This is an optimization exercise on Yosys and OpenROAD, whose aim is small area, a short achievable clock period and few clock cycles per item, not a production implementation.
The RTL was checked by simulation tests, not by an equivalence proof against the original design.
No activity file was given, so power comes from the tool's default toggle rates.

== indigo ==
Design net_16_8_8_4_16_1_5, start of the top module:
module net_16_8_8_4_16_1_5(clk, reset, input_valid, input_ready, input_data,
                           output_valid, output_ready, output_data);
  input                        clk, reset, input_valid, output_ready;
  input  signed [15:0]         input_data;
  output logic signed [15:0]   output_data;
  output logic                 output_valid, input_ready;
  function automatic logic signed [15:0] mulsat(input logic [7:0] s, input logic signed [16:0] u,
                                                input logic signed [16:0] nu);
    logic signed [17:0] a1, a2, n1, n2, q0, q1;
    logic signed [19:0] pr;
    a1 = u;
    a2 = a1 <<< 1;
    n1 = nu;
    n2 = n1 <<< 1;
    q0 = ({18{s[0]}} & a1) | ({18{s[1]}} & a2) | ({18{s[2]}} & n1) | ({18{s[3]}} & n2);
    q1 = ({18{s[4]}} & a1) | ({18{s[5]}} & a2) | ({18{s[6]}} & n1) | ({18{s[7]}} & n2);
    pr = q1;
    pr = q0 + (pr <<< 2);
    if (pr[19] & ~&pr[18:15])      mulsat = 16'sh8000;
    else if (~pr[19] & |pr[18:15]) mulsat = 16'sh7fff;
    else                           mulsat = pr[15:0];
  endfunction
  function automatic logic signed [15:0] addsat(input logic signed [15:0] a, input logic signed [15:0] b);
    logic signed [16:0] s;
    s = a + b;
    if (s[16] != s[15]) addsat = s[16] ? 16'sh8000 : 16'sh7fff;
    else                addsat = s[15:0];
  endfunction
  function automatic logic [14:0] relu(input logic signed [15:0] a);
    relu = a[15] ? 15'd0 : a[14:0];
  endfunction
  genvar g;
  logic [3:0]          icnt;         
  ...
Size: about 7,000 cells after synthesis, about 930 flip-flops.
export LEC_CHECK = 0
export ABC_CLOCK_PERIOD_IN_PS = 4000
export CAP_MARGIN = 20
export CORE_MARGIN = 2
export CORE_UTILIZATION = 25
export PLACE_DENSITY = 0.4
export SLEW_MARGIN = 20
create_clock -name core_clock -period 11.0 [get_ports {clk}]
standard.sh (not shown) runs the stock make flow with config.mk's settings and CLKGATE_MAP_FILE= SYNTH_SCRIPT=/design/flow/synth_recipe.tcl, a recipe that flattens the netlist after the stock synthesis.
==> flow/flow/run.sh <==
#!/bin/bash
set -euo pipefail
bash standard.sh synth > synth.log 2>&1
bash standard.sh SETUP_SLACK_MARGIN=7.3 finish > layout.log 2>&1
Testbench counts of indigo, summed over its fixed seeds: cycles 8,488, items 512.
[inputs] lagoon vs indigo
Settings: a change of PLACE_DENSITY from 0.4 to 0.45; a change of CORE_UTILIZATION from 25 to 30.
==> flow/flow/run.sh <==
#!/bin/bash
set -euo pipefail
bash standard.sh synth > synth.log 2>&1
bash standard.sh SETUP_SLACK_MARGIN=7.1 finish > layout.log 2>&1
Notes after the runs:
Looking at filler-free cell count of the finished design, lagoon sits 635 below indigo.
Cmp lagoon vs indigo: power share of the clock group lower in lagoon
Post-synthesis to final-layout area growth ends up higher on indigo.
In lagoon, global-route wire length before repair is lower than in indigo.
Min detailed route wirelength on metal3 across indigo and lagoon: lagoon
Both conditions hold for lagoon: the flow ran to the end and the final layout passed the timing, DRC and antenna checks.
Per the comparison of lagoon with indigo, total length of routed wires fell by 6.6%, maximum root-to-sink buffer count stayed essentially flat.
Area used by multi-input combinational logic (lagoon vs. indigo) decreases by a few percent
Diff indigo -> lagoon | final instance area | down by a few percent
Modified inputs, fjord compared to lagoon
Settings: SETUP_SLACK_MARGIN: unset -> 5.
==> flow/run.sh (new file) <==
#!/bin/bash
# synth_recipe.tcl (not shown) runs the flow's synth.tcl, then flattens the netlist and writes it again
# the make line also repeats each setting of config.mk as NAME=value (left out here)
make -C /OpenROAD-flow-scripts/flow DESIGN_CONFIG=/design/flow/config.mk WORK_HOME=/design/flow/orfs CLKGATE_MAP_FILE= SYNTH_SCRIPT=/design/flow/synth_recipe.tcl finish
removed: flow/flow/run.sh
removed: flow/standard.sh
- Relative to lagoon, number of antenna violations at the first check in global routing has gone down in fjord.
- | first-pass GRT wire length | fjord vs lagoon | better |
- Diff lagoon -> fjord: slew at the pin with the worst max-slew slack now larger; worst reg-to-reg setup slack now smaller; finished layout cell area now smaller; final cell count now smaller.

==> static timing again, ports no longer ideal <==
In the flow no input, the clock included, has a driving cell. The finished layouts below were timed again as built, in two steps. Step 1: set_driving_cell puts a clkbuf_16 on clk and a buf_2 on each other input, an assumption about the parent block. Step 2 moves the port delays by t, midway between the first and last clock arrival at a register: inputs arrive t later, outputs are due t later. That takes back most of the time a late clock gives input paths. a / b / c = ideal ports / drivers / drivers and shift; a / b = the first two.
| run | t (ns) | slack for setup (ns) | worst data-port slew with drivers (ns) |
|---|---|---|---|
| indigo | 0.828 | 7.238 / 7.238 / 6.590 | 0.04 |
| lagoon | 0.818 | 7.185 / 7.101 / 6.481 | 0.03 |
| fjord | 0.807 | 6.144 / 6.144 / 6.144 | 0.04 |
After both steps every run listed still meets setup and hold. The setup slack of lagoon, which loses most, moves by -0.084 ns with the drivers and by -0.704 ns with both steps.
